From an optimization exercise on the open Yosys and OpenROAD flow, aimed at small area; shortcuts taken in it are not production practice. In this exercise RTL edits were held to simulation tests only and were not proved equivalent to the original. Power figures rest on the tool's default switching activity, not on a simulated workload. No driver is modelled on the clock port, so clocking that relies on it looks cheaper here than on a real chip.

build 30:
==> flow/design.v <==
module sort #(
	parameter DATA_W = 32
)(
	input i_clk,
	input i_rst_n,
	input  [DATA_W*8-1:0] i_input,
	output [DATA_W*8-1:0] o_output
);
	function gt32(input [31:0] a, input [31:0] b);
		reg [31:0] g, e;
		integer k, n;
		begin
			g = a & ~b;
			e = a | ~b;
			for (n = 16; n >= 1; n = n / 2)
				for (k = 0; k < n; k = k + 1) begin
					g[k] = g[2*k+1] | (e[2*k+1] & g[2*k]);
					e[k] = e[2*k+1] & e[2*k];
				end
			gt32 = g[0];
		end
	endfunction
	reg [6:1] vld;
	always @(posedge i_clk or negedge i_rst_n) begin
		if (~i_rst_n) vld <= 6'd0;
		else         vld <= {vld[5:1], 1'b1};
	end
	wire c1_0_gt = gt32(i_input[0 +: 32], i_input[32 +: 32]);   
	wire c1_1_gt = gt32(i_input[64 +: 32], i_input[96 +: 32]);   
	wire c1_2_gt = gt32(i_input[128 +: 32], i_input[160 +: 32]);   
	wire c1_3_gt = gt32(i_input[192 +: 32], i_input[224 +: 32]);   
	wire [31:0] y1_0 = ~((i_input[0 +: 32] | {32{c1_0_gt}}) & (i_input[32 +: 32] | {32{~c1_0_gt}}));
	wire [31:0] y1_1 = ~((i_input[32 +: 32] | {32{c1_0_gt}}) & (i_input[0 +: 32] | {32{~c1_0_gt}}));
	wire [31:0] y1_2 = ~((i_input[64 +: 32] | {32{c1_1_gt}}) & (i_input[96 +: 32] | {32{~c1_1_gt}}));
	wire [31:0] y1_3 = ~((i_input[96 +: 32] | {32{c1_1_gt}}) & (i_input[64 +: 32] | {32{~c1_1_gt}}));
	wire [31:0] y1_4 = ~((i_input[128 +: 32] | {32{c1_2_gt}}) & (i_input[160 +: 32] | {32{~c1_2_gt}}));
	wire [31:0] y1_5 = ~((i_input[160 +: 32] | {32{c1_2_gt}}) & (i_input[128 +: 32] | {32{~c1_2_gt}}));
	wire [31:0] y1_6 = ~((i_input[192 +: 32] | {32{c1_3_gt}}) & (i_input[224 +: 32] | {32{~c1_3_gt}}));
	wire [31:0] y1_7 = ~((i_input[224 +: 32] | {32{c1_3_gt}}) & (i_input[192 +: 32] | {32{~c1_3_gt}}));
	reg [31:0] r1 [0:7];
	always @(posedge i_clk) begin
		r1[0] <= y1_0;
		r1[1] <= y1_1;
		r1[2] <= y1_2;
		r1[3] <= y1_3;
		r1[4] <= y1_4;
		r1[5] <= y1_5;
		r1[6] <= y1_6;
		r1[7] <= y1_7;
	end
	wire c2_0_gt = gt32(~r1[0], ~r1[2]);   
	wire c2_1_gt = gt32(~r1[1], ~r1[3]);   
	wire c2_2_gt = gt32(~r1[4], ~r1[6]);   
	wire c2_3_gt = gt32(~r1[5], ~r1[7]);   
	wire [31:0] y2_0 = ~((r1[0] | {32{c2_0_gt}}) & (r1[2] | {32{~c2_0_gt}}));
	wire [31:0] y2_2 = ~((r1[2] | {32{c2_0_gt}}) & (r1[0] | {32{~c2_0_gt}}));
	wire [31:0] y2_1 = ~((r1[1] | {32{c2_1_gt}}) & (r1[3] | {32{~c2_1_gt}}));
	wire [31:0] y2_3 = ~((r1[3] | {32{c2_1_gt}}) & (r1[1] | {32{~c2_1_gt}}));
	wire [31:0] y2_4 = ~((r1[4] | {32{c2_2_gt}}) & (r1[6] | {32{~c2_2_gt}}));
	wire [31:0] y2_6 = ~((r1[6] | {32{c2_2_gt}}) & (r1[4] | {32{~c2_2_gt}}));
	wire [31:0] y2_5 = ~((r1[5] | {32{c2_3_gt}}) & (r1[7] | {32{~c2_3_gt}}));
	wire [31:0] y2_7 = ~((r1[7] | {32{c2_3_gt}}) & (r1[5] | {32{~c2_3_gt}}));
	reg [31:0] r2 [0:7];
	always @(posedge i_clk) begin
		r2[0] <= y2_0;
		r2[1] <= y2_1;
		r2[2] <= y2_2;
		r2[3] <= y2_3;
		r2[4] <= y2_4;
		r2[5] <= y2_5;
		r2[6] <= y2_6;
		r2[7] <= y2_7;
	end
	wire c3_0_gt = gt32(r2[1], r2[2]);   
	wire c3_1_gt = gt32(r2[5], r2[6]);   
	wire [31:0] y3_1 = ~((r2[1] | {32{c3_0_gt}}) & (r2[2] | {32{~c3_0_gt}}));
	wire [31:0] y3_2 = ~((r2[2] | {32{c3_0_gt}}) & (r2[1] | {32{~c3_0_gt}}));
	wire [31:0] y3_5 = ~((r2[5] | {32{c3_1_gt}}) & (r2[6] | {32{~c3_1_gt}}));
	wire [31:0] y3_6 = ~((r2[6] | {32{c3_1_gt}}) & (r2[5] | {32{~c3_1_gt}}));
	reg [31:0] r3 [0:7];
	always @(posedge i_clk) begin
		r3[0] <= r2[0];
		r3[1] <= y3_1;
		r3[2] <= y3_2;
		r3[3] <= r2[3];
		r3[4] <= r2[4];
		r3[5] <= y3_5;
		r3[6] <= y3_6;
		r3[7] <= r2[7];
	end
	wire c4_0_gt = gt32(r3[0], r3[4]);   
	wire c4_1_gt = gt32(~r3[1], ~r3[5]);   
	wire c4_2_gt = gt32(~r3[2], ~r3[6]);   
	wire c4_3_gt = gt32(r3[3], r3[7]);   
	wire [31:0] y4_0 = ~((r3[0] | {32{c4_0_gt}}) & (r3[4] | {32{~c4_0_gt}}));
	wire [31:0] y4_4 = ~((r3[4] | {32{c4_0_gt}}) & (r3[0] | {32{~c4_0_gt}}));
	wire [31:0] y4_1 = ~((r3[1] | {32{c4_1_gt}}) & (r3[5] | {32{~c4_1_gt}}));
	wire [31:0] y4_5 = ~((r3[5] | {32{c4_1_gt}}) & (r3[1] | {32{~c4_1_gt}}));
	wire [31:0] y4_2 = ~((r3[2] | {32{c4_2_gt}}) & (r3[6] | {32{~c4_2_gt}}));
	wire [31:0] y4_6 = ~((r3[6] | {32{c4_2_gt}}) & (r3[2] | {32{~c4_2_gt}}));
	wire [31:0] y4_3 = ~((r3[3] | {32{c4_3_gt}}) & (r3[7] | {32{~c4_3_gt}}));
	wire [31:0] y4_7 = ~((r3[7] | {32{c4_3_gt}}) & (r3[3] | {32{~c4_3_gt}}));
	reg [31:0] r4 [0:7];
	always @(posedge i_clk) begin
		r4[0] <= y4_0;
		r4[1] <= y4_1;
		r4[2] <= y4_2;
		r4[3] <= y4_3;
		r4[4] <= y4_4;
		r4[5] <= y4_5;
		r4[6] <= y4_6;
		r4[7] <= y4_7;
	end
	wire c5_0_gt = gt32(r4[2], ~r4[4]);   
	wire c5_1_gt = gt32(~r4[3], r4[5]);   
	wire [31:0] y5_2 = ~((r4[2] | {32{c5_0_gt}}) & ((~r4[4]) | {32{~c5_0_gt}}));
	wire [31:0] y5_4 = ~(((~r4[4]) | {32{c5_0_gt}}) & (r4[2] | {32{~c5_0_gt}}));
	wire [31:0] y5_3 = ~((r4[3] | {32{c5_1_gt}}) & ((~r4[5]) | {32{~c5_1_gt}}));
	wire [31:0] y5_5 = ~(((~r4[5]) | {32{c5_1_gt}}) & (r4[3] | {32{~c5_1_gt}}));
	reg [31:0] r5 [0:7];
	always @(posedge i_clk) begin
		r5[0] <= r4[0];
		r5[1] <= r4[1];
		r5[2] <= y5_2;
		r5[3] <= y5_3;
		r5[4] <= y5_4;
		r5[5] <= y5_5;
		r5[6] <= r4[6];
		r5[7] <= r4[7];
	end
	wire c6_0_gt = gt32(r5[1], ~r5[2]);   
	wire c6_1_gt = gt32(r5[3], ~r5[4]);   
	wire c6_2_gt = gt32(r5[5], r5[6]);   
	reg [31:0] r6 [0:7];
	always @(posedge i_clk) begin
		r6[0] <= r5[0];
		r6[1] <= r5[1];
		r6[2] <= r5[2];
		r6[3] <= r5[3];
		r6[4] <= r5[4];
		r6[5] <= r5[5];
		r6[6] <= r5[6];
		r6[7] <= r5[7];
	end
	reg [2:0] s6, ns6;
	always @(posedge i_clk or negedge i_rst_n) begin
		if (~i_rst_n) begin
			s6[0]  <= 1'b0;
			ns6[0] <= 1'b0;
			s6[1]  <= 1'b0;
			ns6[1] <= 1'b0;
			s6[2]  <= 1'b0;
			ns6[2] <= 1'b0;
		end else begin
			s6[0]  <= c6_0_gt & vld[5];
			ns6[0] <= ~c6_0_gt & vld[5];
			s6[1]  <= c6_1_gt & vld[5];
			ns6[1] <= ~c6_1_gt & vld[5];
			s6[2]  <= c6_2_gt & vld[5];
			ns6[2] <= ~c6_2_gt & vld[5];
		end
	end
	wire [31:0] y6_1 = ((~r6[2]) & {32{s6[0]}}) | (r6[1] & {32{ns6[0]}});
	wire [31:0] y6_2 = (r6[1] & {32{s6[0]}}) | ((~r6[2]) & {32{ns6[0]}});
	wire [31:0] y6_3 = ((~r6[4]) & {32{s6[1]}}) | (r6[3] & {32{ns6[1]}});
	wire [31:0] y6_4 = (r6[3] & {32{s6[1]}}) | ((~r6[4]) & {32{ns6[1]}});
	wire [31:0] y6_5 = (r6[6] & {32{s6[2]}}) | (r6[5] & {32{ns6[2]}});
	wire [31:0] y6_6 = (r6[5] & {32{s6[2]}}) | (r6[6] & {32{ns6[2]}});
	wire [31:0] y6_0 = ~(r6[0] | {32{~vld[6]}});
	wire [31:0] y6_7 = ~(r6[7] | {32{~vld[6]}});
	assign o_output[0 +: 32] = y6_0;
	assign o_output[32 +: 32] = y6_1;
	assign o_output[64 +: 32] = y6_2;
	assign o_output[96 +: 32] = y6_3;
	assign o_output[128 +: 32] = y6_4;
	assign o_output[160 +: 32] = y6_5;
	assign o_output[192 +: 32] = y6_6;
	assign o_output[224 +: 32] = y6_7;
endmodule
Settings: LEC_CHECK=0, CAP_MARGIN=20, CORE_MARGIN=2, CORE_UTILIZATION=65, SLEW_MARGIN=20; clock period 4.0 ns.
standard.sh (not shown) runs the stock make flow with config.mk's settings and CLKGATE_MAP_FILE= SYNTH_SCRIPT=/design/flow/synth_recipe.tcl, a recipe that flattens the netlist after the stock synthesis.
==> flow/flow/run.sh <==
#!/bin/bash
# Own layout flow: the standard ORFS flow (standard.sh) with three changes:
#  - synthesis maps the logic with an area-oriented ABC script (flow/area.abc);
#    everything else in the synthesis, registers included, is the standard flow's own
#    (synth_recipe.tcl),
#  - port buffers use the smallest buffer cell,
#  - clock tree synthesis clusters more sinks per leaf buffer and inserts no
#    dummy loads.
# Each tool's output is in orfs/logs/; make's output is in run_make.log.
set -euo pipefail
W=$(pwd)
cat > "$W/own_synth.tcl" <<EOT
# The standard flow's synthesis, with ABC's mapping script replaced
proc abc {args} {
  set i [lsearch -exact \$args -script]
  if {\$i >= 0} { lset args [expr {\$i + 1}] $W/flow/area.abc }
  yosys abc {*}\$args
}
source $W/synth_recipe.tcl
EOT
bash "$W/standard.sh" \
  "SYNTH_SCRIPT=$W/own_synth.tcl" \
  "BUFFER_PORTS_ARGS=-buffer_cell sky130_fd_sc_hd__buf_1" \
  "CTS_ARGS=-sink_clustering_enable -repair_clock_nets -dont_use_dummy_load -buf_list sky130_fd_sc_hd__clkbuf_16 -sink_clustering_size 32 -sink_clustering_max_diameter 100" \
  finish > "$W/run_make.log" 2>&1
==> flow/flow/area.abc <==
strash
dch -f
amap
topo
Input-level comparison between build 72 and build 30:
# build 30
export LEC_CHECK = 0
export CAP_MARGIN = 20
export CORE_MARGIN = 2
export CORE_UTILIZATION = 65
export SLEW_MARGIN = 20
create_clock -name core_clock -period 4.0 [get_ports {i_clk}]
# build 72
export LEC_CHECK = 0
export CAP_MARGIN = 5
export CORE_MARGIN = 2
export CORE_UTILIZATION = 60
export SLEW_MARGIN = 5
create_clock -name core_clock -period 4.0 [get_ports {i_clk}]
--- a/flow/flow/run.sh
+++ b/flow/flow/run.sh
@@ -24 +24 @@
-  "CTS_ARGS=-sink_clustering_enable -repair_clock_nets -dont_use_dummy_load -buf_list sky130_fd_sc_hd__clkbuf_16 -sink_clustering_size 32 -sink_clustering_max_diameter 100" \
+  "CTS_ARGS=-sink_clustering_enable -repair_clock_nets -dont_use_dummy_load -buf_list sky130_fd_sc_hd__clkbuf_16 -sink_clustering_size 30 -sink_clustering_max_diameter 80" \
==> flow/flow/area.abc <==
strash
&get -n
&syn2
&put
dc2
dch -f
amap
topo
Findings:
- Status build 72: flow complete, layout not clean - setup timing
- The run showing the smaller routed length on met1 is build 30.
- Where wire length of the first global-routing pass is concerned, build 30 is outperformed by build 72.
- Relative to build 30, register share of total power decreased by 5.7 points in build 72.
Setup changes, build 72 to build 42
# build 72
export LEC_CHECK = 0
export CAP_MARGIN = 5
export CORE_MARGIN = 2
export CORE_UTILIZATION = 60
export SLEW_MARGIN = 5
create_clock -name core_clock -period 4.0 [get_ports {i_clk}]
# build 42
export LEC_CHECK = 0
export CAP_MARGIN = 20
export CORE_MARGIN = 2
export CORE_UTILIZATION = 60
export SLEW_MARGIN = 20
create_clock -name core_clock -period 4.0 [get_ports {i_clk}]
==> flow/flow/area.abc <==
strash
dch -f
amap
topo
Findings:
Build 42 — endpoint required time on the critical path 0.03 ns lower, build 72 as reference
Build 42: PASS, flow complete, no timing, DRC or antenna violations
Summary of build 42 over build 72: sequential share of cell area now sits higher, total power now sits lower.
Here is what was changed in the inputs of build 11 compared with build 42.
# build 42
export LEC_CHECK = 0
export CAP_MARGIN = 20
export CORE_MARGIN = 2
export CORE_UTILIZATION = 60
export SLEW_MARGIN = 20
create_clock -name core_clock -period 4.0 [get_ports {i_clk}]
# build 11
export LEC_CHECK = 0
export CAP_MARGIN = 20
export CORE_MARGIN = 2
export CORE_UTILIZATION = 60
export GPL_TIMING_DRIVEN = 0
export SLEW_MARGIN = 20
create_clock -name core_clock -period 4.0 [get_ports {i_clk}]
Notes after the runs:
Build 11 ended up with r4[6][9]$_DFF_P_ as its last element of the critical path; build 42 ended up with r2[6][13]$_DFF_P_.
Run comparison: build 42 slowest stage cell on the critical path o22ai_1; build 11 slowest stage cell on the critical path a2111oi_2
Diff build 11 and build 42: relative area change from synthesis to final layout higher in build 11
Build 42 → build 11: global-route track usage on met3 saw a decrease; final design area excluding fillers saw an increase.

==> re-timing with driven ports <==
How much do the figures lean on ideal ports? The routed layouts below were timed once more, with nothing changed but the port constraints. Step 1, drivers: a clkbuf_16 drives i_clk and a buf_2 each remaining input, both assumed. Step 2 also shifts input and output timing later by t, the mid clock arrival at the registers, as if the neighbouring blocks saw the same clock. Slacks: ideal / step 1 / step 2; pairs: ideal / step 1.
| run | t (ns) | setup slack, ns | worst hold slack (ns) | worst register clock-pin slew, ns | worst data-port slew with drivers (ns) |
|---|---|---|---|---|---|
| build 30 | 0.718 | 0.477 / 0.437 / 0.164 | 0.113 / 0.061 / 0.328 | 0.12 / 0.12 | 0.15 |
| build 72 | 0.743 | -0.331 / -0.331 / -0.952 | 0.107 / 0.059 / 0.313 | 0.12 / 0.12 | 0.15 |
| build 42 | 0.744 | 0.464 / 0.464 / -0.158 | 0.153 / 0.112 / 0.311 | 0.11 / 0.11 | 0.10 |
| build 11 | 0.732 | 0.053 / 0.053 / -0.571 | 0.161 / 0.115 / 0.326 | 0.11 / 0.11 | 0.11 |
Met with ideal ports but missed after step 2: setup timing in build 42 and build 11. The setup slack of build 11, which loses most, moves by 0.000 ns with the drivers and by -0.624 ns with both steps.
